What follows belongs to an exercise in optimizing a design on an open flow for small area; a production flow would make more cautious choices.
The RTL was checked by simulation tests, not by an equivalence proof against the original design.
No run shown here takes its clock network from TritonCTS; it comes from the design's own scripts or RTL.
No driver is modelled on the clock port, so clock power and skew are understated where the tree is cut down; a real chip needs a root buffer or a tree.
Power and IR drop assume default switching activity.

<file path="flow/config.mk">
export PLATFORM = sky130hd
export DESIGN_NAME = pdl
export DESIGN_NICKNAME = pdl
export VERILOG_FILES = /design/flow/design.v
export SDC_FILE = /design/flow/constraint.sdc
export NUM_CORES = 4
export LEC_CHECK = 0
export CAP_MARGIN = 20
export CORE_MARGIN = 2
export CORE_UTILIZATION = 70
export PLACE_DENSITY = 0.92
export SLEW_MARGIN = 20
export SYNTH_NETLIST_FILES = /design/flow/flow/pdl_netlist.v
export BUFFER_PORTS_ARGS = -buffer_cell sky130_fd_sc_hd__buf_1
export POST_CTS_TCL = /design/flow/flow/post_cts.tcl
</file>
<file path="flow/constraint.sdc">
create_clock -name core_clock -period 10.0 [get_ports {clk}]
set_input_delay 2.0000 -clock core_clock [delete_from_list [all_inputs] [get_ports {clk}]]
set_output_delay 2.0000 -clock core_clock [all_outputs]
set_load 0.01 [all_outputs]
</file>
<file path="flow/design.v">
module pdl
#(
          parameter N = 20,
          parameter OUT_NUM = 8
)
(
      input [N-1:0] wb,
      input [N-1:0] dl,
      input clk,
      input reset,
      input trigger,
      output reg delay_out
);
 localparam [N-1:0] MASK = {(N+1)/2{2'b10}};
 reg s1, s2;                 
 reg in_dly, in_wid;         
 reg load;                   
 reg [N-1:0] cq;             
 reg [N-1:0] tgt;            
 wire [N-1:0] cnt   = cq ^ MASK;
 wire         match = (cnt == tgt);
 wire         idle  = ~(in_dly | in_wid);
 wire         trig  = idle & s1 & ~s2;           
 wire [N-1:0] cnt_next = load ? {N{1'b0}} : cnt + 1'b1;
 wire [N-1:0] sum   = dl + (wb & {N{in_dly}});   
 always @(posedge clk) begin
     s1 <= trigger;
     s2 <= s1;
     delay_out <= in_wid & reset;
     cq <= cnt_next ^ MASK;
     if (trig | (in_dly & match))
         tgt <= sum;
     in_dly <= reset & (trig | (in_dly & ~match));
     in_wid <= reset & ((in_dly & match) | (in_wid & ~match));
     load   <= ~reset | trig | (idle & load);
 end
endmodule
</file>
<file path="flow/flow/run.sh">
#!/bin/bash
# ORFS flow with three changes:
#  - synthesis takes the hand-mapped netlist flow/pdl_netlist.v (registers
#    named and typed as the standard synthesis of rtl/pdl.v names them);
#  - port buffers use the smallest buffer cell (buf_1);
#  - after CTS, the clock tree is rebuilt as 2-4 leaf buffers fed directly
#    from the clock port (flow/kbuf_auto.tcl), without TritonCTS's dummy loads.
set -e
HERE=$(pwd)
cp config.mk config_orig.log
cat >> config.mk <<EOT
export SYNTH_NETLIST_FILES = $HERE/flow/pdl_netlist.v
export BUFFER_PORTS_ARGS = -buffer_cell sky130_fd_sc_hd__buf_1
export POST_CTS_TCL = $HERE/flow/post_cts.tcl
EOT
export KB_TARGET=0.115
bash standard.sh > standard.log 2>&1
</file>
<file path="flow/flow/kbuf_auto.tcl">
source [file join [file dirname [info script]] kbuf_lib.tcl]
set ::kb_sizes {sky130_fd_sc_hd__clkbuf_1 sky130_fd_sc_hd__clkbuf_2 sky130_fd_sc_hd__clkbuf_4 sky130_fd_sc_hd__clkbuf_8 sky130_fd_sc_hd__clkbuf_16}
set ::kb_target [expr {[info exists ::env(KB_TARGET)] ? $::env(KB_TARGET) : 0.115}]
proc kb_leaf_slew {k} {
  set worst 0
  foreach p [get_pins -of_objects [get_nets clknet_leaf_$k]] {
    if {[get_property $p direction] ne "input"} continue
    foreach prop {slew_max_rise slew_max_fall} { set s [get_property $p $prop]; if {$s > $worst} { set worst $s } }
  }
  return $worst
}
proc kb_size {K} {
  global kb_sizes kb_target
  set idx {}
  for {set k 0} {$k < $K} {incr k} { lappend idx 0; replace_cell [get_cells clkbuf_leaf_$k] [lindex $kb_sizes 0] }
  while 1 {
    estimate_parasitics -placement
    set changed 0
    for {set k 0} {$k < $K} {incr k} {
      if {[kb_leaf_slew $k] > $kb_target} {
        set i [lindex $idx $k]
        if {$i + 1 >= [llength $kb_sizes]} { return 1e9 }
        incr i; lset idx $k $i
        replace_cell [get_cells clkbuf_leaf_$k] [lindex $kb_sizes $i]
        set changed 1
      }
    }
    if {!$changed} break
  }
  set area 0
  for {set k 0} {$k < $K} {incr k} { set area [expr {$area + [[[ord::get_db] findMaster [lindex $kb_sizes [lindex $idx $k]]] getWidth]}] }
  puts "kbuf: K=$K sizes=[lmap i $idx {lindex $kb_sizes $i}] width=$area"
  return $area
}
set best_k 0; set best_a 1e18
foreach K {2 3 4} {
  kb_build $K sky130_fd_sc_hd__clkbuf_2 none
  set a [kb_size $K]
  if {$a < $best_a} { set best_a $a; set best_k $K }
}
puts "kbuf: choosing K=$best_k"
kb_build $best_k sky130_fd_sc_hd__clkbuf_2 none
kb_size $best_k
</file>
<file path="flow/flow/kbuf_lib.tcl">
# Rebuild the clock tree: the clock port drives an optional root buffer, which
# drives K leaf buffers; the registers are split among the leaves by position
# (k-means). Settings: KB_LEAF (cell), KB_K, KB_ROOT (cell or "none").
proc kb_build {K leaf_master root_master} {
set block [ord::get_db_block]
set db [ord::get_db]
set root_net [[$block findBTerm clk] getNet]
set sinks {}; set bufs {}; set nets {}; set loads {}
set todo [list $root_net]
while {[llength $todo]} {
  set n [lindex $todo 0]; set todo [lrange $todo 1 end]
  foreach it [$n getITerms] {
    if {[$it isOutputSignal]} continue
    set inst [$it getInst]
    set m [[$inst getMaster] getName]
    if {[string match "clkload*" [$inst getName]]} { lappend loads $inst; continue }
    if {[string match "*clkbuf*" $m] || [string match "*__buf_*" $m]} {
      lappend bufs $inst
      foreach o [$inst getITerms] { if {[$o isOutputSignal] && [$o getNet] ne "NULL"} { lappend todo [$o getNet]; lappend nets [$o getNet] } }
    } elseif {[string match "*inv*" $m]} {
      error "inverter in clock tree: [$inst getName]"
    } else {
      lappend sinks $it
    }
  }
}
puts "kbuf($K): [llength $sinks] sinks; removing [llength $bufs] buffers, [llength $loads] dummy loads"
# order the registers by name so the result does not depend on net order
set named {}
foreach it $sinks { lappend named [list [[$it getInst] getName] $it] }
set sinks [lmap r [lsort -index 0 $named] {lindex $r 1}]
set pts {}
foreach it $sinks { set b [[$it getInst] getBBox]; lappend pts [list [expr {([$b xMin]+[$b xMax])/2}] [expr {([$b yMin]+[$b yMax])/2}]]; $it disconnect }
foreach inst [concat $bufs $loads] { foreach o [$inst getITerms] { $o disconnect }; odb::dbInst_destroy $inst }
foreach n $nets { odb::dbNet_destroy $n }
# k-means, seeded by spreading along x
set N [llength $pts]
set sorted [lsort -integer -index 0 $pts]
set cents {}
for {set k 0} {$k < $K} {incr k} { lappend cents [lindex $sorted [expr {int(($k+0.5)*$N/$K)}]] }
for {set iter 0} {$iter < 50} {incr iter} {
  set asg {}
  foreach p $pts {
    set best 0; set bd 1e18
    for {set k 0} {$k < $K} {incr k} { set c [lindex $cents $k]; set d [expr {abs([lindex $p 0]-[lindex $c 0]) + abs([lindex $p 1]-[lindex $c 1])}]; if {$d < $bd} { set bd $d; set best $k } }
    lappend asg $best
  }
  set nc {}
  for {set k 0} {$k < $K} {incr k} {
    set sx 0; set sy 0; set c 0
    foreach p $pts a $asg { if {$a == $k} { incr sx [lindex $p 0]; incr sy [lindex $p 1]; incr c } }
    if {$c} { lappend nc [list [expr {$sx / $c}] [expr {$sy / $c}]] } else { lappend nc [lindex $cents $k] }
  }
  set cents $nc
}
if {$root_master ne "none"} {
  set top_net [odb::dbNet_create $block clknet_root]
  $top_net setSigType CLOCK
  set r [odb::dbInst_create $block [$db findMaster $root_master] clkbuf_root]
  [$r findITerm A] connect $root_net
  [$r findITerm X] connect $top_net
  set sx 0; set sy 0; foreach c $cents { incr sx [lindex $c 0]; incr sy [lindex $c 1] }
  $r setLocation [expr {$sx / $K}] [expr {$sy / $K}]
  $r setPlacementStatus PLACED
} else {
  set top_net $root_net
}
for {set k 0} {$k < $K} {incr k} {
  set ln [odb::dbNet_create $block clknet_leaf_$k]
  $ln setSigType CLOCK
  set b [odb::dbInst_create $block [$db findMaster $leaf_master] clkbuf_leaf_$k]
  [$b findITerm A] connect $top_net
  [$b findITerm X] connect $ln
  set c 0
  foreach it $sinks a $asg { if {$a == $k} { $it connect $ln; incr c } }
  puts "kbuf($K): leaf $k: $c sinks"
  $b setLocation [lindex $cents $k 0] [lindex $cents $k 1]
  $b setPlacementStatus PLACED
}
}
</file>
<file path="flow/flow/pdl_netlist.v">
// Hand-mapped sky130hd netlist of rtl/pdl.v; written by gen/make_netlist.py.
module pdl(wb, dl, clk, reset, trigger, delay_out);
  input [19:0] wb;
  input [19:0] dl;
  input clk;
  input reset;
  input trigger;
  output delay_out;
  wire [19:0] cq;
  wire [19:0] tgt;
  wire c1;
  wire c10;
  wire c11;
  wire c12;
  wire c13;
  wire c14;
  wire c15;
  wire c16;
  wire c17;
  wire c18;
  wire c19;
  wire c2;
  wire c3;
  wire c4;
  wire c5;
  wire c6;
  wire c7;
  wire c8;
  wire c9;
  wire cq_d0;
  wire cq_d1;
  wire cq_d10;
  wire cq_d11;
  wire cq_d12;
  wire cq_d13;
  wire cq_d14;
  wire cq_d15;
  wire cq_d16;
  wire cq_d17;
  wire cq_d18;
  wire cq_d19;
  wire cq_d2;
  wire cq_d3;
  wire cq_d4;
  wire cq_d5;
  wire cq_d6;
  wire cq_d7;
  wire cq_d8;
  wire cq_d9;
  wire en;
  wire eqg0;
  wire eqg1;
  wire eqg2;
  wire eqg3;
  wire eqg4;
  wire idle;
  wire in_dly;
  wire in_dly_d;
  wire in_wid;
  wire in_wid_d;
  wire k10;
  wire k11;
  wire k12;
  wire k13;
  wire k14;
  wire k15;
  wire k16;
  wire k17;
  wire k18;
  wire k19;
  wire k2;
  wire k3;
  wire k4;
  wire k5;
  wire k6;
  wire k7;
  wire k8;
  wire k9;
  wire load;
  wire load_d;
  wire match;
  wire ne0;
  wire ne1;
  wire ne10;
  wire ne11;
  wire ne12;
  wire ne13;
  wire ne14;
  wire ne15;
  wire ne16;
  wire ne17;
  wire ne18;
  wire ne19;
  wire ne2;
  wire ne3;
  wire ne4;
  wire ne5;
  wire ne6;
  wire ne7;
  wire ne8;
  wire ne9;
  wire neqa;
  wire neqb;
  wire nload;
  wire nmatch;
  wire nreset;
  wire nwg19;
  wire out_d;
  wire s1;
  wire s2;
  wire sum0;
  wire sum1;
  wire sum10;
  wire sum11;
  wire sum12;
  wire sum13;
  wire sum14;
  wire sum15;
  wire sum16;
  wire sum17;
  wire sum18;
  wire sum19;
  wire sum2;
  wire sum3;
  wire sum4;
  wire sum5;
  wire sum6;
  wire sum7;
  wire sum8;
  wire sum9;
  wire sx;
  wire t_dly;
  wire t_load;
  wire t_wid;
  wire trig;
  wire wg0;
  wire wg1;
  wire wg10;
  wire wg11;
  wire wg12;
  wire wg13;
  wire wg14;
  wire wg15;
  wire wg16;
  wire wg17;
  wire wg18;
  wire wg2;
  wire wg3;
  wire wg4;
  wire wg5;
  wire wg6;
  wire wg7;
  wire wg8;
  wire wg9;
  wire x1;
  wire x10;
  wire x11;
  wire x12;
  wire x13;
  wire x14;
  wire x15;
  wire x16;
  wire x17;
  wire x18;
  wire x19;
  wire x2;
  wire x3;
  wire x4;
  wire x5;
  wire x6;
  wire x7;
  wire x8;
  wire x9;
  sky130_fd_sc_hd__inv_1 g0 (.A(reset), .Y(nreset));
  sky130_fd_sc_hd__inv_1 g1 (.A(load), .Y(nload));
  sky130_fd_sc_hd__nor4b_1 g2 (.A(in_dly), .B(in_wid), .C(s2), .D_N(s1), .Y(trig));
  sky130_fd_sc_hd__nor2_1 g3 (.A(in_dly), .B(in_wid), .Y(idle));
  sky130_fd_sc_hd__xor2_1 g4 (.A(cq[0]), .B(tgt[0]), .X(ne0));
  sky130_fd_sc_hd__xnor2_1 g5 (.A(cq[1]), .B(tgt[1]), .Y(ne1));
  sky130_fd_sc_hd__xor2_1 g6 (.A(cq[2]), .B(tgt[2]), .X(ne2));
  sky130_fd_sc_hd__xnor2_1 g7 (.A(cq[3]), .B(tgt[3]), .Y(ne3));
  sky130_fd_sc_hd__xor2_1 g8 (.A(cq[4]), .B(tgt[4]), .X(ne4));
  sky130_fd_sc_hd__xnor2_1 g9 (.A(cq[5]), .B(tgt[5]), .Y(ne5));
  sky130_fd_sc_hd__xor2_1 g10 (.A(cq[6]), .B(tgt[6]), .X(ne6));
  sky130_fd_sc_hd__xnor2_1 g11 (.A(cq[7]), .B(tgt[7]), .Y(ne7));
  sky130_fd_sc_hd__xor2_1 g12 (.A(cq[8]), .B(tgt[8]), .X(ne8));
  sky130_fd_sc_hd__xnor2_1 g13 (.A(cq[9]), .B(tgt[9]), .Y(ne9));
  sky130_fd_sc_hd__xor2_1 g14 (.A(cq[10]), .B(tgt[10]), .X(ne10));
  sky130_fd_sc_hd__xnor2_1 g15 (.A(cq[11]), .B(tgt[11]), .Y(ne11));
  sky130_fd_sc_hd__xor2_1 g16 (.A(cq[12]), .B(tgt[12]), .X(ne12));
  sky130_fd_sc_hd__xnor2_1 g17 (.A(cq[13]), .B(tgt[13]), .Y(ne13));
  sky130_fd_sc_hd__xor2_1 g18 (.A(cq[14]), .B(tgt[14]), .X(ne14));
  sky130_fd_sc_hd__xnor2_1 g19 (.A(cq[15]), .B(tgt[15]), .Y(ne15));
  sky130_fd_sc_hd__xor2_1 g20 (.A(cq[16]), .B(tgt[16]), .X(ne16));
  sky130_fd_sc_hd__xnor2_1 g21 (.A(cq[17]), .B(tgt[17]), .Y(ne17));
  sky130_fd_sc_hd__xor2_1 g22 (.A(cq[18]), .B(tgt[18]), .X(ne18));
  sky130_fd_sc_hd__xnor2_1 g23 (.A(cq[19]), .B(tgt[19]), .Y(ne19));
  sky130_fd_sc_hd__nor4_1 g24 (.A(ne0), .B(ne1), .C(ne2), .D(ne3), .Y(eqg0));
  sky130_fd_sc_hd__nor4_1 g25 (.A(ne4), .B(ne5), .C(ne6), .D(ne7), .Y(eqg1));
  sky130_fd_sc_hd__nor4_1 g26 (.A(ne8), .B(ne9), .C(ne10), .D(ne11), .Y(eqg2));
  sky130_fd_sc_hd__nor4_1 g27 (.A(ne12), .B(ne13), .C(ne14), .D(ne15), .Y(eqg3));
  sky130_fd_sc_hd__nor4_1 g28 (.A(ne16), .B(ne17), .C(ne18), .D(ne19), .Y(eqg4));
  sky130_fd_sc_hd__nand3_1 g29 (.A(eqg0), .B(eqg1), .C(eqg2), .Y(neqa));
  sky130_fd_sc_hd__nand2_1 g30 (.A(eqg3), .B(eqg4), .Y(neqb));
  sky130_fd_sc_hd__nor2_1 g31 (.A(neqa), .B(neqb), .Y(match));
  sky130_fd_sc_hd__inv_1 g32 (.A(match), .Y(nmatch));
  sky130_fd_sc_hd__a21o_1 g33 (.A1(in_dly), .A2(match), .B1(trig), .X(en));
  sky130_fd_sc_hd__a21oi_1 g34 (.A1(in_dly), .A2(nmatch), .B1(trig), .Y(t_dly));
  sky130_fd_sc_hd__nor2_1 g35 (.A(t_dly), .B(nreset), .Y(in_dly_d));
  sky130_fd_sc_hd__a22oi_1 g36 (.A1(in_dly), .A2(match), .B1(in_wid), .B2(nmatch), .Y(t_wid));
  sky130_fd_sc_hd__nor2_1 g37 (.A(t_wid), .B(nreset), .Y(in_wid_d));
  sky130_fd_sc_hd__a21oi_1 g38 (.A1(idle), .A2(load), .B1(trig), .Y(t_load));
  sky130_fd_sc_hd__nand2_1 g39 (.A(t_load), .B(reset), .Y(load_d));
  sky130_fd_sc_hd__and2_1 g40 (.A(in_wid), .B(reset), .X(out_d));
  sky130_fd_sc_hd__nor2_1 g41 (.A(load), .B(cq[0]), .Y(cq_d0));
  sky130_fd_sc_hd__nor2b_1 g42 (.A(cq[1]), .B_N(cq[0]), .Y(k2));
  sky130_fd_sc_hd__xnor2_1 g43 (.A(cq[1]), .B(cq[0]), .Y(x1));
  sky130_fd_sc_hd__nand2_1 g44 (.A(nload), .B(x1), .Y(cq_d1));
  sky130_fd_sc_hd__xnor2_1 g45 (.A(cq[2]), .B(k2), .Y(x2));
  sky130_fd_sc_hd__nor2_1 g46 (.A(load), .B(x2), .Y(cq_d2));
  sky130_fd_sc_hd__nand2_1 g47 (.A(cq[2]), .B(k2), .Y(k3));
  sky130_fd_sc_hd__xor2_1 g48 (.A(cq[3]), .B(k3), .X(x3));
  sky130_fd_sc_hd__nand2_1 g49 (.A(nload), .B(x3), .Y(cq_d3));
  sky130_fd_sc_hd__nor2_1 g50 (.A(cq[3]), .B(k3), .Y(k4));
  sky130_fd_sc_hd__xnor2_1 g51 (.A(cq[4]), .B(k4), .Y(x4));
  sky130_fd_sc_hd__nor2_1 g52 (.A(load), .B(x4), .Y(cq_d4));
  sky130_fd_sc_hd__nand2_1 g53 (.A(cq[4]), .B(k4), .Y(k5));
  sky130_fd_sc_hd__xor2_1 g54 (.A(cq[5]), .B(k5), .X(x5));
  sky130_fd_sc_hd__nand2_1 g55 (.A(nload), .B(x5), .Y(cq_d5));
  sky130_fd_sc_hd__nor2_1 g56 (.A(cq[5]), .B(k5), .Y(k6));
  sky130_fd_sc_hd__xnor2_1 g57 (.A(cq[6]), .B(k6), .Y(x6));
  sky130_fd_sc_hd__nor2_1 g58 (.A(load), .B(x6), .Y(cq_d6));
  sky130_fd_sc_hd__nand2_1 g59 (.A(cq[6]), .B(k6), .Y(k7));
  sky130_fd_sc_hd__xor2_1 g60 (.A(cq[7]), .B(k7), .X(x7));
  sky130_fd_sc_hd__nand2_1 g61 (.A(nload), .B(x7), .Y(cq_d7));
  sky130_fd_sc_hd__nor2_1 g62 (.A(cq[7]), .B(k7), .Y(k8));
  sky130_fd_sc_hd__xnor2_1 g63 (.A(cq[8]), .B(k8), .Y(x8));
  sky130_fd_sc_hd__nor2_1 g64 (.A(load), .B(x8), .Y(cq_d8));
  sky130_fd_sc_hd__nand2_1 g65 (.A(cq[8]), .B(k8), .Y(k9));
  sky130_fd_sc_hd__xor2_1 g66 (.A(cq[9]), .B(k9), .X(x9));
  sky130_fd_sc_hd__nand2_1 g67 (.A(nload), .B(x9), .Y(cq_d9));
  sky130_fd_sc_hd__nor2_1 g68 (.A(cq[9]), .B(k9), .Y(k10));
  sky130_fd_sc_hd__xnor2_1 g69 (.A(cq[10]), .B(k10), .Y(x10));
  sky130_fd_sc_hd__nor2_1 g70 (.A(load), .B(x10), .Y(cq_d10));
  sky130_fd_sc_hd__nand2_1 g71 (.A(cq[10]), .B(k10), .Y(k11));
  sky130_fd_sc_hd__xor2_1 g72 (.A(cq[11]), .B(k11), .X(x11));
  sky130_fd_sc_hd__nand2_1 g73 (.A(nload), .B(x11), .Y(cq_d11));
  sky130_fd_sc_hd__nor2_1 g74 (.A(cq[11]), .B(k11), .Y(k12));
  sky130_fd_sc_hd__xnor2_1 g75 (.A(cq[12]), .B(k12), .Y(x12));
  sky130_fd_sc_hd__nor2_1 g76 (.A(load), .B(x12), .Y(cq_d12));
  sky130_fd_sc_hd__nand2_1 g77 (.A(cq[12]), .B(k12), .Y(k13));
  sky130_fd_sc_hd__xor2_1 g78 (.A(cq[13]), .B(k13), .X(x13));
  sky130_fd_sc_hd__nand2_1 g79 (.A(nload), .B(x13), .Y(cq_d13));
  sky130_fd_sc_hd__nor2_1 g80 (.A(cq[13]), .B(k13), .Y(k14));
  sky130_fd_sc_hd__xnor2_1 g81 (.A(cq[14]), .B(k14), .Y(x14));
  sky130_fd_sc_hd__nor2_1 g82 (.A(load), .B(x14), .Y(cq_d14));
  sky130_fd_sc_hd__nand2_1 g83 (.A(cq[14]), .B(k14), .Y(k15));
  sky130_fd_sc_hd__xor2_1 g84 (.A(cq[15]), .B(k15), .X(x15));
  sky130_fd_sc_hd__nand2_1 g85 (.A(nload), .B(x15), .Y(cq_d15));
  sky130_fd_sc_hd__nor2_1 g86 (.A(cq[15]), .B(k15), .Y(k16));
  sky130_fd_sc_hd__xnor2_1 g87 (.A(cq[16]), .B(k16), .Y(x16));
  sky130_fd_sc_hd__nor2_1 g88 (.A(load), .B(x16), .Y(cq_d16));
  sky130_fd_sc_hd__nand2_1 g89 (.A(cq[16]), .B(k16), .Y(k17));
  sky130_fd_sc_hd__xor2_1 g90 (.A(cq[17]), .B(k17), .X(x17));
  sky130_fd_sc_hd__nand2_1 g91 (.A(nload), .B(x17), .Y(cq_d17));
  sky130_fd_sc_hd__nor2_1 g92 (.A(cq[17]), .B(k17), .Y(k18));
  sky130_fd_sc_hd__xnor2_1 g93 (.A(cq[18]), .B(k18), .Y(x18));
  sky130_fd_sc_hd__nor2_1 g94 (.A(load), .B(x18), .Y(cq_d18));
  sky130_fd_sc_hd__nand2_1 g95 (.A(cq[18]), .B(k18), .Y(k19));
  sky130_fd_sc_hd__xor2_1 g96 (.A(cq[19]), .B(k19), .X(x19));
  sky130_fd_sc_hd__nand2_1 g97 (.A(nload), .B(x19), .Y(cq_d19));
  sky130_fd_sc_hd__and2_1 g98 (.A(wb[0]), .B(in_dly), .X(wg0));
  sky130_fd_sc_hd__ha_1 g99 (.A(dl[0]), .B(wg0), .COUT(c1), .SUM(sum0));
  sky130_fd_sc_hd__and2_1 g100 (.A(wb[1]), .B(in_dly), .X(wg1));
  sky130_fd_sc_hd__fa_1 g101 (.A(dl[1]), .B(wg1), .CIN(c1), .COUT(c2), .SUM(sum1));
  sky130_fd_sc_hd__and2_1 g102 (.A(wb[2]), .B(in_dly), .X(wg2));
  sky130_fd_sc_hd__fa_1 g103 (.A(dl[2]), .B(wg2), .CIN(c2), .COUT(c3), .SUM(sum2));
  sky130_fd_sc_hd__and2_1 g104 (.A(wb[3]), .B(in_dly), .X(wg3));
  sky130_fd_sc_hd__fa_1 g105 (.A(dl[3]), .B(wg3), .CIN(c3), .COUT(c4), .SUM(sum3));
  sky130_fd_sc_hd__and2_1 g106 (.A(wb[4]), .B(in_dly), .X(wg4));
  sky130_fd_sc_hd__fa_1 g107 (.A(dl[4]), .B(wg4), .CIN(c4), .COUT(c5), .SUM(sum4));
  sky130_fd_sc_hd__and2_1 g108 (.A(wb[5]), .B(in_dly), .X(wg5));
  sky130_fd_sc_hd__fa_1 g109 (.A(dl[5]), .B(wg5), .CIN(c5), .COUT(c6), .SUM(sum5));
  sky130_fd_sc_hd__and2_1 g110 (.A(wb[6]), .B(in_dly), .X(wg6));
  sky130_fd_sc_hd__fa_1 g111 (.A(dl[6]), .B(wg6), .CIN(c6), .COUT(c7), .SUM(sum6));
  sky130_fd_sc_hd__and2_1 g112 (.A(wb[7]), .B(in_dly), .X(wg7));
  sky130_fd_sc_hd__fa_1 g113 (.A(dl[7]), .B(wg7), .CIN(c7), .COUT(c8), .SUM(sum7));
  sky130_fd_sc_hd__and2_1 g114 (.A(wb[8]), .B(in_dly), .X(wg8));
  sky130_fd_sc_hd__fa_1 g115 (.A(dl[8]), .B(wg8), .CIN(c8), .COUT(c9), .SUM(sum8));
  sky130_fd_sc_hd__and2_1 g116 (.A(wb[9]), .B(in_dly), .X(wg9));
  sky130_fd_sc_hd__fa_1 g117 (.A(dl[9]), .B(wg9), .CIN(c9), .COUT(c10), .SUM(sum9));
  sky130_fd_sc_hd__and2_1 g118 (.A(wb[10]), .B(in_dly), .X(wg10));
  sky130_fd_sc_hd__fa_1 g119 (.A(dl[10]), .B(wg10), .CIN(c10), .COUT(c11), .SUM(sum10));
  sky130_fd_sc_hd__and2_1 g120 (.A(wb[11]), .B(in_dly), .X(wg11));
  sky130_fd_sc_hd__fa_1 g121 (.A(dl[11]), .B(wg11), .CIN(c11), .COUT(c12), .SUM(sum11));
  sky130_fd_sc_hd__and2_1 g122 (.A(wb[12]), .B(in_dly), .X(wg12));
  sky130_fd_sc_hd__fa_1 g123 (.A(dl[12]), .B(wg12), .CIN(c12), .COUT(c13), .SUM(sum12));
  sky130_fd_sc_hd__and2_1 g124 (.A(wb[13]), .B(in_dly), .X(wg13));
  sky130_fd_sc_hd__fa_1 g125 (.A(dl[13]), .B(wg13), .CIN(c13), .COUT(c14), .SUM(sum13));
  sky130_fd_sc_hd__and2_1 g126 (.A(wb[14]), .B(in_dly), .X(wg14));
  sky130_fd_sc_hd__fa_1 g127 (.A(dl[14]), .B(wg14), .CIN(c14), .COUT(c15), .SUM(sum14));
  sky130_fd_sc_hd__and2_1 g128 (.A(wb[15]), .B(in_dly), .X(wg15));
  sky130_fd_sc_hd__fa_1 g129 (.A(dl[15]), .B(wg15), .CIN(c15), .COUT(c16), .SUM(sum15));
  sky130_fd_sc_hd__and2_1 g130 (.A(wb[16]), .B(in_dly), .X(wg16));
  sky130_fd_sc_hd__fa_1 g131 (.A(dl[16]), .B(wg16), .CIN(c16), .COUT(c17), .SUM(sum16));
  sky130_fd_sc_hd__and2_1 g132 (.A(wb[17]), .B(in_dly), .X(wg17));
  sky130_fd_sc_hd__fa_1 g133 (.A(dl[17]), .B(wg17), .CIN(c17), .COUT(c18), .SUM(sum17));
  sky130_fd_sc_hd__and2_1 g134 (.A(wb[18]), .B(in_dly), .X(wg18));
  sky130_fd_sc_hd__fa_1 g135 (.A(dl[18]), .B(wg18), .CIN(c18), .COUT(c19), .SUM(sum18));
  sky130_fd_sc_hd__xor2_1 g136 (.A(dl[19]), .B(c19), .X(sx));
  sky130_fd_sc_hd__nand2_1 g137 (.A(wb[19]), .B(in_dly), .Y(nwg19));
  sky130_fd_sc_hd__xnor2_1 g138 (.A(sx), .B(nwg19), .Y(sum19));
  sky130_fd_sc_hd__dfxtp_1 \s1$_DFF_P_  (.CLK(clk), .D(trigger), .Q(s1));
  sky130_fd_sc_hd__dfxtp_1 \s2$_DFF_P_  (.CLK(clk), .D(s1), .Q(s2));
  sky130_fd_sc_hd__dfxtp_1 \delay_out$_DFF_P_  (.CLK(clk), .D(out_d), .Q(delay_out));
  sky130_fd_sc_hd__dfxtp_1 \in_dly$_DFF_P_  (.CLK(clk), .D(in_dly_d), .Q(in_dly));
  sky130_fd_sc_hd__dfxtp_1 \in_wid$_DFF_P_  (.CLK(clk), .D(in_wid_d), .Q(in_wid));
  sky130_fd_sc_hd__dfxtp_1 \load$_DFF_P_  (.CLK(clk), .D(load_d), .Q(load));
  sky130_fd_sc_hd__dfxtp_1 \cq[0]$_SDFF_PP0_  (.CLK(clk), .D(cq_d0), .Q(cq[0]));
  sky130_fd_sc_hd__dfxtp_1 \cq[1]$_DFF_P_  (.CLK(clk), .D(cq_d1), .Q(cq[1]));
  sky130_fd_sc_hd__dfxtp_1 \cq[2]$_SDFF_PP0_  (.CLK(clk), .D(cq_d2), .Q(cq[2]));
  sky130_fd_sc_hd__dfxtp_1 \cq[3]$_DFF_P_  (.CLK(clk), .D(cq_d3), .Q(cq[3]));
  sky130_fd_sc_hd__dfxtp_1 \cq[4]$_SDFF_PP0_  (.CLK(clk), .D(cq_d4), .Q(cq[4]));
  sky130_fd_sc_hd__dfxtp_1 \cq[5]$_DFF_P_  (.CLK(clk), .D(cq_d5), .Q(cq[5]));
  sky130_fd_sc_hd__dfxtp_1 \cq[6]$_SDFF_PP0_  (.CLK(clk), .D(cq_d6), .Q(cq[6]));
  sky130_fd_sc_hd__dfxtp_1 \cq[7]$_DFF_P_  (.CLK(clk), .D(cq_d7), .Q(cq[7]));
  sky130_fd_sc_hd__dfxtp_1 \cq[8]$_SDFF_PP0_  (.CLK(clk), .D(cq_d8), .Q(cq[8]));
  sky130_fd_sc_hd__dfxtp_1 \cq[9]$_DFF_P_  (.CLK(clk), .D(cq_d9), .Q(cq[9]));
  sky130_fd_sc_hd__dfxtp_1 \cq[10]$_SDFF_PP0_  (.CLK(clk), .D(cq_d10), .Q(cq[10]));
  sky130_fd_sc_hd__dfxtp_1 \cq[11]$_DFF_P_  (.CLK(clk), .D(cq_d11), .Q(cq[11]));
  sky130_fd_sc_hd__dfxtp_1 \cq[12]$_SDFF_PP0_  (.CLK(clk), .D(cq_d12), .Q(cq[12]));
  sky130_fd_sc_hd__dfxtp_1 \cq[13]$_DFF_P_  (.CLK(clk), .D(cq_d13), .Q(cq[13]));
  sky130_fd_sc_hd__dfxtp_1 \cq[14]$_SDFF_PP0_  (.CLK(clk), .D(cq_d14), .Q(cq[14]));
  sky130_fd_sc_hd__dfxtp_1 \cq[15]$_DFF_P_  (.CLK(clk), .D(cq_d15), .Q(cq[15]));
  sky130_fd_sc_hd__dfxtp_1 \cq[16]$_SDFF_PP0_  (.CLK(clk), .D(cq_d16), .Q(cq[16]));
  sky130_fd_sc_hd__dfxtp_1 \cq[17]$_DFF_P_  (.CLK(clk), .D(cq_d17), .Q(cq[17]));
  sky130_fd_sc_hd__dfxtp_1 \cq[18]$_SDFF_PP0_  (.CLK(clk), .D(cq_d18), .Q(cq[18]));
  sky130_fd_sc_hd__dfxtp_1 \cq[19]$_DFF_P_  (.CLK(clk), .D(cq_d19), .Q(cq[19]));
  sky130_fd_sc_hd__edfxtp_1 \tgt[0]$_DFFE_PP_  (.CLK(clk), .D(sum0), .DE(en), .Q(tgt[0]));
  sky130_fd_sc_hd__edfxtp_1 \tgt[1]$_DFFE_PP_  (.CLK(clk), .D(sum1), .DE(en), .Q(tgt[1]));
  sky130_fd_sc_hd__edfxtp_1 \tgt[2]$_DFFE_PP_  (.CLK(clk), .D(sum2), .DE(en), .Q(tgt[2]));
  sky130_fd_sc_hd__edfxtp_1 \tgt[3]$_DFFE_PP_  (.CLK(clk), .D(sum3), .DE(en), .Q(tgt[3]));
  sky130_fd_sc_hd__edfxtp_1 \tgt[4]$_DFFE_PP_  (.CLK(clk), .D(sum4), .DE(en), .Q(tgt[4]));
  sky130_fd_sc_hd__edfxtp_1 \tgt[5]$_DFFE_PP_  (.CLK(clk), .D(sum5), .DE(en), .Q(tgt[5]));
  sky130_fd_sc_hd__edfxtp_1 \tgt[6]$_DFFE_PP_  (.CLK(clk), .D(sum6), .DE(en), .Q(tgt[6]));
  sky130_fd_sc_hd__edfxtp_1 \tgt[7]$_DFFE_PP_  (.CLK(clk), .D(sum7), .DE(en), .Q(tgt[7]));
  sky130_fd_sc_hd__edfxtp_1 \tgt[8]$_DFFE_PP_  (.CLK(clk), .D(sum8), .DE(en), .Q(tgt[8]));
  sky130_fd_sc_hd__edfxtp_1 \tgt[9]$_DFFE_PP_  (.CLK(clk), .D(sum9), .DE(en), .Q(tgt[9]));
  sky130_fd_sc_hd__edfxtp_1 \tgt[10]$_DFFE_PP_  (.CLK(clk), .D(sum10), .DE(en), .Q(tgt[10]));
  sky130_fd_sc_hd__edfxtp_1 \tgt[11]$_DFFE_PP_  (.CLK(clk), .D(sum11), .DE(en), .Q(tgt[11]));
  sky130_fd_sc_hd__edfxtp_1 \tgt[12]$_DFFE_PP_  (.CLK(clk), .D(sum12), .DE(en), .Q(tgt[12]));
  sky130_fd_sc_hd__edfxtp_1 \tgt[13]$_DFFE_PP_  (.CLK(clk), .D(sum13), .DE(en), .Q(tgt[13]));
  sky130_fd_sc_hd__edfxtp_1 \tgt[14]$_DFFE_PP_  (.CLK(clk), .D(sum14), .DE(en), .Q(tgt[14]));
  sky130_fd_sc_hd__edfxtp_1 \tgt[15]$_DFFE_PP_  (.CLK(clk), .D(sum15), .DE(en), .Q(tgt[15]));
  sky130_fd_sc_hd__edfxtp_1 \tgt[16]$_DFFE_PP_  (.CLK(clk), .D(sum16), .DE(en), .Q(tgt[16]));
  sky130_fd_sc_hd__edfxtp_1 \tgt[17]$_DFFE_PP_  (.CLK(clk), .D(sum17), .DE(en), .Q(tgt[17]));
  sky130_fd_sc_hd__edfxtp_1 \tgt[18]$_DFFE_PP_  (.CLK(clk), .D(sum18), .DE(en), .Q(tgt[18]));
  sky130_fd_sc_hd__edfxtp_1 \tgt[19]$_DFFE_PP_  (.CLK(clk), .D(sum19), .DE(en), .Q(tgt[19]));
endmodule
</file>
<file path="flow/flow/post_cts.tcl">
# Runs at the end of ORFS's CTS step: replace TritonCTS's tree with a flat
# one (see kbuf_auto.tcl), then legalize and re-estimate.
source [file join [file dirname [info script]] kbuf_auto.tcl]
detailed_placement
check_placement -verbose
estimate_parasitics -placement
report_worst_slack -max
report_worst_slack -min
</file>
<file path="flow/standard.sh">
#!/bin/bash
# synth_recipe.tcl (not shown) runs the flow's synth.tcl, then flattens the netlist and writes it again
# the make line also repeats each setting of config.mk as NAME=value (left out here)
make -C /OpenROAD-flow-scripts/flow DESIGN_CONFIG=/design/flow/config.mk WORK_HOME=/design/flow/orfs CLKGATE_MAP_FILE= SYNTH_SCRIPT=/design/flow/synth_recipe.tcl "${@:-finish}"
</file>
==> results of run 1 <==
-- worst max-delay path, cell delays in order --
cell     delay [ns]
buf_1          0.06
and2_1         0.14
ha_1           0.19
fa_1           0.39
fa_1           0.40
fa_2           0.37
fa_1           0.40
fa_1           0.40
fa_2           0.37
fa_1           0.40
fa_1           0.39
fa_1           0.39
fa_1           0.41
fa_2           0.36
fa_1           0.40
fa_1           0.40
fa_1           0.39
fa_1           0.38
fa_1           0.39
fa_1           0.39
fa_1           0.38
xor2_1         0.16
xnor2_1        0.13
-- state kept, by name, indices dropped and copies added, names as in the netlist --
register,flops
cq,20
tgt,20
delay_out,1
in_dly,1
in_wid,1
load,1
s1,1
s2,1
-- cell type report --
class | instances | area (um^2)
timing repair buffer | 44 | 169
buffer | 3 | 35.0
sequential | 46 | 1120
tap | 44 | 55.1
fill | 179 | 556
multi-input combinational | 136 | 1110
inverter | 3 | 11.3
-- cell usage in the layout, fill, tap and decap left out, drive strengths merged, types with 2 or more instances in the layout --
cell type / count
a21oi: 2
and2: 20
buf: 44
clkbuf: 3
dfxtp: 26
edfxtp: 20
fa: 18
inv: 3
nand2: 22
nor2: 22
nor4: 5
xnor2: 21
xor2: 20
-- stage by stage --
step           instance area [um^2]  total power, mW  setup WS (ns)
2_1_floorplan                  2230            0.233          0.354
3_3_place_gp                   2450            0.246         0.0884
3_5_place_dp                   2450            0.249        -0.0541
5_1_grt                        2500            0.326         0.0189
6_report                       2500            0.311          0.215
-- metal layers --
| metal | track usage (%) | vias to the layer above | wire length [um] |
|---|---|---|---|
| met5 | 0 | - | 0 |
| met4 | 7.14 | 0 | 78 |
| met3 | 6.18 | 7 | 260 |
| met2 | 47.5 | 50 | 2090 |
| met1 | 28.1 | 663 | 1570 |
| li1 | - | 687 | - |
-- power by group --
group          switching [mW]  total [mW]  leakage [nW]  internal [mW]
clock network          0.0427      0.0661        0.0190         0.0234
registers             0.00418       0.210         0.397          0.206
logic                  0.0188      0.0352         0.468         0.0165
-- path summary, 6_finish.rpt --
check	slack [ns]	depth (start not counted)	endpoint
worst min-delay path	0.37	0	s2
worst max register to register	1.73	22	tgt[19]
worst min register to register	0.37	0	s2
worst max-delay path	0.21	23	tgt[19]
==> impl_metrics.env, run 1 <==
export IMPL_reg2reg_from="in_dly"
export IMPL_grt_pass1_wl_mm=6.48
export IMPL_drtIter0Drc=52
export IMPL_die_area_um2=3650
export IMPL_status="no timing/DRC/antenna violations"
export IMPL_critical_path_class="input pin to flip-flop"
export IMPL_grt_setup_unrepaired="false"
export IMPL_critPathCaptureType="flip-flop"
export IMPL_start_util_pct=73.1
export IMPL_cts_sinks=46
export IMPL_antenna_cells=0
export IMPL_final_layout_size_suffix_gt1_share_pct=3.02
export IMPL_die_w_um=60.5
export IMPL_grt_max_degree=22
export IMPL_period_minus_slack_ns=9.79
export IMPL_dp_hpwl_mm=2.96
export IMPL_synth_area_per_cell_um2=12.1
export IMPL_drtPass1Iterations=4
export IMPL_nets=296
export IMPL_antenna_left=0
export IMPL_slew_headroom_pct=44.5
export IMPL_clk_latency_ns=0.16
export IMPL_arrival_ns=9.71
export IMPL_required_ns=9.92
export IMPL_drc=0
export IMPL_core_um2=3050
export IMPL_tns_ns=0
export IMPL_hold_class="flip-flop to flip-flop"
export IMPL_io_pins=44
export IMPL_worstHoldStart="s1"
export IMPL_synth_cell_area_um2=2230
export IMPL_ir_worst_vdd_v=0.000118
export IMPL_max_freq_ghz=0.102
export IMPL_place_inst=273
export IMPL_drt_wl_total_mm=4.00
export IMPL_fin_cells=276
export IMPL_track_usage_pct=25.1
export IMPL_placement_io_buffers=43
export IMPL_ys_warn_count=0
export IMPL_worst_setup_path_start_kind="input pin"
export IMPL_leakagePower_nw=0.885
export IMPL_vias=1407
export IMPL_die_y_um=60.5
export IMPL_setup_viol=0
export IMPL_rows=20
export IMPL_maxSlewViolCount=0
export IMPL_utilization_pct=81.8
export IMPL_maxCapViolations=0
export IMPL_grt_pass1_vias=1515
export IMPL_via_per_inst=5.10
export IMPL_path_max_fanout=1
export IMPL_tightest_slew_ns=0.832
export IMPL_final_hold_violation_count=0
export IMPL_antenna_found_initial=0
export IMPL_syn_to_final_growth_pct=11.9
export IMPL_cp_startpoint="wb[0]"
export IMPL_fin_worst_skew_ns=0.00940
export IMPL_fin_crit_sh_pct=97.9
export IMPL_place_congestion=0.838
export IMPL_synthCells=185
export IMPL_overflow=0
export IMPL_cts_clk_slew_worst_paths_ns=0.11
export IMPL_hold_ws_ns=0.370
export IMPL_p_per_area_nw_per_um2=125
export IMPL_wire_per_inst_um=14.5
export IMPL_syn_num_nets=247
==> inputs of run 2 (changes only) <==
--- a/flow/config.mk
+++ b/flow/config.mk
@@ -9,5 +9,5 @@
 export CORE_MARGIN = 2
 export CORE_UTILIZATION = 70
-export PLACE_DENSITY = 0.92
+export PLACE_DENSITY = 0.8
 export SLEW_MARGIN = 20
 export SYNTH_NETLIST_FILES = /design/flow/flow/pdl_netlist.v
==> run 2 against run 1 <==
- still clean on timing, DRC and antenna
- hold slack lost 0.012 ns
- clock power grew 8.8%
- global-route usage shrank 1.8 points
- sequential power is essentially flat
- wire length shrank 5.1%
- area after synthesis is the same
- design area shrank 0.10%
- largest power group unchanged
==> impl_metrics.env, run 2 <==
export IMPL_wire_per_inst_um=13.7
export IMPL_die_y_um=60.5
export IMPL_pwr_share_clk_pct=22.8
export IMPL_max_freq_ghz=0.102
export IMPL_synthCells=185
export IMPL_drt_wl_total_mm=3.79
export IMPL_rows=20
export IMPL_io_pins=44
export IMPL_tightest_slew_ns=0.823
export IMPL_start_util_pct=73.1
export IMPL_worst_setup_path_start_kind="input pin"
export IMPL_intPower_uw=249
export IMPL_synth_cell_area_um2=2230
export IMPL_dp_hpwl_mm=2.86
export IMPL_cts_clk_slew_worst_paths_ns=0.11
export IMPL_cp_startpoint="wb[0]"
export IMPL_vias=1387
export IMPL_ir_worst_vdd_v=0.0000963
export IMPL_critical_path_class="input pin to flip-flop"
export IMPL_p_switching_uw=66.2
export IMPL_grt_max_degree=26
export IMPL_syn_num_nets=247
export IMPL_maxSlewViolCount=0
export IMPL_via_per_inst=5.03
export IMPL_dpl_instance_area_um2=2450
export IMPL_core_um2=3050
export IMPL_hold_class="flip-flop to flip-flop"
export IMPL_nets=296
export IMPL_fin_crit_sh_pct=97.6
export IMPL_synth_area_per_cell_um2=12.1
export IMPL_final_layout_size_suffix_gt1_share_pct=2.59
export IMPL_reg2reg_from="in_dly"
export IMPL_track_usage_pct=23.3
export IMPL_critPathCaptureType="flip-flop"
export IMPL_grt_pass1_vias=1392
export IMPL_top_regs="cq (20), tgt (20)"
export IMPL_slew_headroom_pct=45.2
export IMPL_arrival_ns=9.69
export IMPL_placement_io_buffers=43
export IMPL_grt_pass1_wl_mm=6.05
export IMPL_swShare_pct=21.0
export IMPL_final_hold_violation_count=0
export IMPL_final_area_um2=2490
export IMPL_worstHoldStart="s1"
export IMPL_pre_cts_slack_ns=-0.0695
export IMPL_drtIter0Drc=59
export IMPL_place_congestion=0.770
export IMPL_cts_sinks=46
export IMPL_hold_ws_ns=0.358
export IMPL_fillers=193
export IMPL_grt_setup_unrepaired="false"
export IMPL_place_inst=272
export IMPL_p_seq_share_pct=67.1
export IMPL_p_per_area_nw_per_um2=127
export IMPL_period_minus_slack_ns=9.76
export IMPL_die_area_um2=3650
export IMPL_tns_ns=0
export IMPL_final_cell_mix="buf_1, dfxtp_1, nand2_1, nor2_1, xnor2_1"
export IMPL_fin_worst_skew_ns=0.0338
export IMPL_syn_to_final_growth_pct=11.8
export IMPL_final_common_cell="buf_1"
export IMPL_setup_viol=0
export IMPL_drc=0
export IMPL_path_max_fanout=1
export IMPL_worst_slack_ns=0.244
export IMPL_holdPathStages=0
export IMPL_ys_warn_count=0
export IMPL_utilization_pct=81.7
export IMPL_antenna_cells=0
export IMPL_antenna_left=0
export IMPL_r2r_cells=22
export IMPL_overflow=0
export IMPL_maxCapViolations=0
export IMPL_drtPass1Iterations=4
export IMPL_total_power_uw=316
export IMPL_leakagePower_nw=0.885
export IMPL_die_w_um=60.5
export IMPL_p_comb_share_pct=10.1
export IMPL_antenna_found_initial=0
export IMPL_required_ns=9.93
export IMPL_clk_latency_ns=0.17
export IMPL_fin_cells=276
export IMPL_status="no timing/DRC/antenna violations"
-- run 2: changes by cell type in the layout (fill, tap and decap cells not counted) --
cell / before / now
fa_2: 3 / 2
fa_1: 15 / 16
clkbuf_4: 1 / 2
buf_4: 1 / 0
-- run 2: worst max-delay path: stages --
cell and delay (ns):
buf_1 0.06, and2_1 0.13, ha_1 0.19, fa_1 0.38, fa_1 0.39, fa_1 0.38
fa_1 0.39, fa_1 0.39, fa_1 0.38, fa_1 0.39, fa_1 0.40, fa_1 0.39
fa_1 0.40, fa_1 0.39, fa_1 0.40, fa_2 0.37, fa_1 0.40, fa_2 0.37
fa_1 0.39, fa_1 0.40, fa_1 0.38, xor2_1 0.16, xnor2_1 0.14
-- run 2: path summary, 6_finish.rpt --
path                                 to  slack, ns
worst min-delay path                 s2       0.36
worst max register to register  tgt[19]       1.43
worst max-delay path            tgt[19]       0.24
worst min register to register       s2       0.36
-- run 2: power by group through the flow --
stage               sequential [mW]  clock, mW  combinational (mW)
floorplan                     0.214          0              0.0190
finish                        0.212     0.0719              0.0320
detailed placement            0.216          0              0.0322
global route                  0.213     0.0793              0.0364
global placement              0.216          0              0.0289
-- run 2: routing by layer --
metal / GRT usage [%] / wire, um / vias up
li1: - / - / 685
met5: 0 / 0 / -
met1: 28.9 / 1600 / 668
met2: 42.1 / 2020 / 31
met3: 4.26 / 149 / 3
met4: 6.52 / 29 / 0
-- run 2: area by class of cell --
class / count / area, um^2 / share of cell area (%)
buffer: 4 / 42.5 / 1.71
inverter: 3 / 11.3 / 0.451
multi-input combinational: 136 / 1100 / 44.2
sequential: 46 / 1120 / 44.9
tap: 44 / 55.1 / 2.21
timing repair buffer: 43 / 161 / 6.47
==> inputs of run 3 (changes only) <==
--- a/flow/flow/run.sh
+++ b/flow/flow/run.sh
@@ -14,4 +14,4 @@
 export POST_CTS_TCL = $HERE/flow/post_cts.tcl
 EOT
-export KB_TARGET=0.115
+export KB_TARGET=0.12
 bash standard.sh > standard.log 2>&1
==> run 3 against run 2 <==
- area after synthesis stayed put
- sequential share of layout area is 0.14 points higher
- via count is 0.22% higher
- final cell count is 0.36% lower
- wire length is 0.24% higher
- flip-flop and latch count stayed put
- global-route usage is 0.18 points higher
- critical path depth stayed put
- design area is 0.30% lower
- first-iteration DRC count is 6.8% higher
- maximum frequency hardly changed
- clock power is 6.1% lower
==> impl_metrics.env, run 3 <==
export IMPL_path_max_fanout=1
export IMPL_drtPass1Iterations=4
export IMPL_crit_family="adder cells"
export IMPL_status="no timing/DRC/antenna violations"
export IMPL_tightest_slew_ns=0.807
export IMPL_wire_per_inst_um=13.8
export IMPL_drc=0
export IMPL_fin_worst_skew_ns=0.0248
export IMPL_critPathSlowestCell="fa_1"
export IMPL_final_cell_mix="buf_1, dfxtp_1, nand2_1, nor2_1, xnor2_1"
export IMPL_die_w_um=60.5
export IMPL_top_regs="cq (20), tgt (20)"
export IMPL_syn_num_nets=247
export IMPL_reg2reg_from="in_dly"
export IMPL_io_pins=44
export IMPL_core_um2=3050
export IMPL_worst_setup_path_start_kind="input pin"
export IMPL_final_layout_size_suffix_gt1_share_pct=2.16
export IMPL_fin_cells=275
export IMPL_die_y_um=60.5
export IMPL_synth_cell_area_um2=2230
export IMPL_period_minus_slack_ns=9.76
export IMPL_grt_setup_unrepaired="false"
export IMPL_cp_startpoint="wb[0]"
export IMPL_nets=295
export IMPL_final_hold_violation_count=0
export IMPL_p_per_area_nw_per_um2=125
export IMPL_start_util_pct=73.1
export IMPL_ir_worst_vdd_v=0.000110
export IMPL_arrival_ns=9.68
export IMPL_place_inst=272
export IMPL_worstHoldStart="s1"
export IMPL_leakagePower_nw=0.881
export IMPL_hold_ws_ns=0.362
export IMPL_placement_io_buffers=43
export IMPL_cpMostUsedCell="fa_1"
export IMPL_rows=20
export IMPL_drtIter0Drc=63
export IMPL_grt_max_degree=26
export IMPL_dp_hpwl_mm=2.86
export IMPL_synthCells=185
export IMPL_ys_warn_count=0
export IMPL_crit_path_max_incr_delay_ns=0.40
export IMPL_maxSlewViolCount=0
export IMPL_required_ns=9.92
export IMPL_track_usage_pct=23.5
export IMPL_antenna_cells=0
export IMPL_die_area_um2=3650
export IMPL_vias=1390
export IMPL_crit_buf_inv=1
export IMPL_grt_pass1_wl_mm=6.07
export IMPL_overflow=0
export IMPL_drt_wl_total_mm=3.80
export IMPL_crit_path_cell_trace="buf_1 -> and2_1 -> ha_1 -> fa_1 -> fa_1 -> fa_1 -> fa_1 -> fa_1 -> fa_1 -> fa_1 -> fa_1 -> fa_1 -> fa_1 -> fa_1 -> fa_1 -> fa_2 -> fa_1 -> fa_2 -> fa_1 -> fa_1 -> fa_1 -> xor2_1 -> xnor2_1"
export IMPL_synth_area_per_cell_um2=12.1
export IMPL_setup_viol=0
export IMPL_maxCapViolations=0
export IMPL_fin_crit_sh_pct=97.6
export IMPL_cts_clk_slew_worst_paths_ns=0.12
export IMPL_place_congestion=0.770
export IMPL_clk_latency_ns=0.17
export IMPL_tns_ns=0
export IMPL_via_per_inst=5.05
export IMPL_critPathCaptureType="flip-flop"
export IMPL_total_power_uw=311
export IMPL_cts_sinks=46
export IMPL_slew_headroom_pct=46.2
export IMPL_max_freq_ghz=0.102
export IMPL_antenna_left=0
export IMPL_final_common_cell="buf_1"
export IMPL_grt_pass1_vias=1372
export IMPL_hold_class="flip-flop to flip-flop"
export IMPL_antenna_found_initial=0
export IMPL_syn_to_final_growth_pct=11.5
export IMPL_critical_path_class="input pin to flip-flop"
## run 3: cell count changes in the layout (fill, tap and decap cells not counted)
cell	previous run	this run
clkbuf_4	2	1
## run 3: path summary, 6_finish.rpt
check,to,slack [ns],cells after the start
worst min-delay path,s2,0.36,0
worst max-delay path,tgt[19],0.24,23
worst min register to register,s2,0.36,0
worst max register to register,tgt[19],1.42,22
## run 3: power breakdown
part	internal (mW)	total, mW	switching [mW]
logic	0.0156	0.0318	0.0163
clock network	0.0234	0.0675	0.0440
registers	0.206	0.212	0.00581
## run 3: cell type report
class	count	area, um^2
Buffer	3	35.0
Multi-Input combinational cell	136	1100
Sequential cell	46	1120
Fill cell	195	566
Tap cell	44	55.1
Inverter	3	11.3
Timing Repair Buffer	43	161
## run 3: per-layer routing
layer / vias up / routed length (um) / track usage, %
li1: 683 / - / -
met1: 669 / 1570 / 29.4
met2: 34 / 2030 / 42.2
met3: 4 / 148 / 4.26
met5: - / 0 / 0
met4: 0 / 51 / 6.52
## run 3: per-stage QoR
| step | worst slack (ns) | util [%] | cell area [um^2] |
|---|---|---|---|
| 2_1_floorplan | 0.354 | - | 2230 |
| 3_3_place_gp | 0.0422 | 80.2 | 2450 |
| 3_5_place_dp | -0.0695 | 80.2 | 2450 |
| 5_1_grt | 0.0435 | 81.5 | 2490 |
| 6_report | 0.238 | 81.5 | 2490 |
==> inputs of run 4 (changes only) <==
--- a/flow/flow/run.sh
+++ b/flow/flow/run.sh
@@ -14,4 +14,4 @@
 export POST_CTS_TCL = $HERE/flow/post_cts.tcl
 EOT
-export KB_TARGET=0.12
+export KB_TARGET=0.115
 bash standard.sh > standard.log 2>&1
--- a/flow/config.mk
+++ b/flow/config.mk
@@ -8,6 +8,6 @@
 export CAP_MARGIN = 20
 export CORE_MARGIN = 2
-export CORE_UTILIZATION = 70
-export PLACE_DENSITY = 0.8
+export CORE_UTILIZATION = 60
+export PLACE_DENSITY = 0.7
 export SLEW_MARGIN = 20
 export SYNTH_NETLIST_FILES = /design/flow/flow/pdl_netlist.v
==> run 4 against run 3 <==
- register-to-register slack gained 0.08 ns
- synthesized cell count stayed put
- total power increased by 1.8%
- hold slack worse by 0.0075 ns
- via count is 2.1% lower
- design area is 0.45% higher
- maximum frequency rose by 0.15%
- sequential share of layout area shrank 0.20 points
- clock skew grew 0.0074 ns
- flip-flop and latch count unchanged
- area after synthesis unchanged
- critical endpoint unchanged
- highest routed layer unchanged
==> impl_metrics.env, run 4 <==
export IMPL_status="no timing/DRC/antenna violations"
export IMPL_track_usage_pct=18.3
export IMPL_maxCapViolations=0
export IMPL_antenna_left=0
export IMPL_final_area_um2=2500
export IMPL_nets=295
export IMPL_grt_max_degree=26
export IMPL_vias=1361
export IMPL_path_max_fanout=1
export IMPL_setup_viol=0
export IMPL_cts_clk_slew_worst_paths_ns=0.09
export IMPL_ir_worst_vdd_v=0.0000793
export IMPL_p_per_area_nw_per_um2=127
export IMPL_final_layout_size_suffix_gt1_share_pct=2.16
export IMPL_antenna_cells=0
export IMPL_synth_area_per_cell_um2=12.1
export IMPL_worst_setup_path_start_kind="input pin"
export IMPL_holdPathEnd="s2"
export IMPL_drtIter0Drc=26
export IMPL_leakagePower_nw=0.883
export IMPL_drt_wl_total_mm=3.52
export IMPL_worstHoldStart="s1"
export IMPL_top_regs="cq (20), tgt (20)"
export IMPL_fin_crit_sh_pct=97.5
export IMPL_utilization_pct=69.3
export IMPL_syn_num_nets=247
export IMPL_core_um2=3610
export IMPL_max_freq_ghz=0.103
export IMPL_grt_setup_unrepaired="false"
export IMPL_hold_class="flip-flop to flip-flop"
export IMPL_via_per_inst=4.88
export IMPL_cts_sinks=46
export IMPL_grt_pass1_wl_mm=5.80
export IMPL_holdPathStages=0
export IMPL_overflow=0
export IMPL_r2r_cells=22
export IMPL_die_area_um2=4220
export IMPL_required_ns=9.91
export IMPL_drc=0
export IMPL_reg2reg_slack_ns=1.50
export IMPL_dp_hpwl_mm=2.71
export IMPL_syn_to_final_growth_pct=12.0
export IMPL_critical_path_class="input pin to flip-flop"
export IMPL_synthCells=185
export IMPL_arrival_ns=9.66
export IMPL_fillers=286
export IMPL_final_hold_violation_count=0
export IMPL_antenna_found_initial=0
export IMPL_die_y_um=65.0
export IMPL_wire_per_inst_um=12.6
export IMPL_start_util_pct=61.9
export IMPL_grt_pass1_vias=1334
export IMPL_dpl_instance_area_um2=2450
export IMPL_final_cell_mix="buf_1, dfxtp_1, nand2_1, nor2_1, xnor2_1"
export IMPL_reg2reg_from="in_dly"
export IMPL_place_congestion=0.735
export IMPL_critPathCaptureType="flip-flop"
export IMPL_placement_io_buffers=43
export IMPL_period_minus_slack_ns=9.75
export IMPL_maxSlewViolCount=0
export IMPL_rr_endpoint="tgt[19]"
export IMPL_synth_cell_area_um2=2230
export IMPL_clk_latency_ns=0.17
export IMPL_drtPass1Iterations=4
export IMPL_final_common_cell="buf_1"
export IMPL_ys_warn_count=0
export IMPL_io_pins=44
export IMPL_tightest_slew_ns=0.776
export IMPL_die_w_um=65.0
export IMPL_rows=22
export IMPL_slew_headroom_pct=48.3
export IMPL_fin_worst_skew_ns=0.0322
run 4: cell count changes in the layout (fill, tap and decap cells not counted):
cell and change:
clkbuf_8 +1, clkbuf_4 -1
run 4: area by class of cell:
cell class              count  area (um^2)  share of cell area (%)
plain buffers               3         41.3                    1.65
inverters                   3         11.3                   0.451
multi-input cells         136         1100                    44.2
flip-flops and latches     46         1120                    44.9
well taps                  48         60.1                    2.40
repair buffers             43          161                    6.46
run 4: report_power, final:
group | internal, mW | total [mW] | switching, mW
sequential | 0.206 | 0.211 | 0.00527
clock | 0.0278 | 0.0739 | 0.0461
combinational | 0.0156 | 0.0316 | 0.0160
total | 0.249 | 0.317 | 0.0674
run 4: stage by stage:
stage / total power [mW] / setup WS (ns) / setup TNS (ns) / hold WS [ns] / instances
final: 0.317 / 0.253 / 0 / 0.355 / 279
after global routing: 0.328 / 0.0276 / 0 / 0.362 / 279
after detailed placement: 0.247 / -0.00605 / -0.00605 / 0.341 / 276
after global placement: 0.245 / 0.0856 / 0 / 0.332 / 276
after floorplan: 0.233 / 0.354 / 0 / 0.323 / 185
run 4: worst max-delay path, stage by stage:
cell     delay [ns]
buf_1          0.06
and2_1         0.14
ha_1           0.20
fa_1           0.39
fa_1           0.40
fa_2           0.36
fa_1           0.40
fa_1           0.40
fa_2           0.36
fa_1           0.38
fa_1           0.39
fa_1           0.39
fa_1           0.40
fa_1           0.39
fa_1           0.38
fa_1           0.39
fa_1           0.39
fa_1           0.39
fa_1           0.39
fa_1           0.39
fa_1           0.39
xor2_1         0.16
xnor2_1        0.12
run 4: how the worst max path moves through the flow:
stage / startpoint / to / slack (ns) / depth (start not counted)
2_1_floorplan: wb[0] / tgt[19] / 0.35 / 22
3_3_place_gp: wb[0] / tgt[19] / 0.09 / 23
3_5_place_dp: wb[0] / tgt[19] / -0.006 / 23
5_1_grt: wb[0] / tgt[19] / 0.03 / 23
6_report: wb[0] / tgt[19] / 0.25 / 23
run 4: layer usage:
layer  GRT usage [%]  share of wire [%]  vias to the layer above  wire length [um]
met5               0                  0                        -                 0
met4            4.79               0.94                        0                33
li1                -                  -                      684                 -
met1            22.2                 42                      647              1470
met3            3.13                3.5                        3               125
met2            33.5                 54                       27              1890

afterwards: timing with drivers on the ports:
The results above use ideal ports. As a check the final layouts listed here were re-extracted and re-timed, cells and wires unchanged.
Step 1 (the two cells are an assumption about what drives the block):
set clk [get_ports {clk}]
set_driving_cell -lib_cell sky130_fd_sc_hd__clkbuf_16 $clk
set_driving_cell -lib_cell sky130_fd_sc_hd__buf_2 [delete_from_list [all_inputs] $clk]
Step 2 moves the port delays by t, midway between the first and last clock arrival at a register: inputs arrive t later, outputs are due t later. That takes back most of the time a late clock gives input paths.
Three values: ideal ports, drivers, drivers and shift; two values: the first two.
run	t (ns)	setup slack, ns	worst setup path at the end	worst register clock-pin slew, ns
run 1	0.201	0.215 / 0.240 / 0.039	input to register	0.11 / 0.11
run 2	0.202	0.244 / 0.269 / 0.067	input to register	0.11 / 0.11
run 3	0.204	0.238 / 0.259 / 0.056	input to register	0.12 / 0.12
run 4	0.196	0.253 / 0.276 / 0.080	input to register	0.12 / 0.12
After both steps setup and hold are still met in every run listed. The setup slack of run 3, which loses most, moves by +0.021 ns with the drivers and by -0.182 ns with both steps.
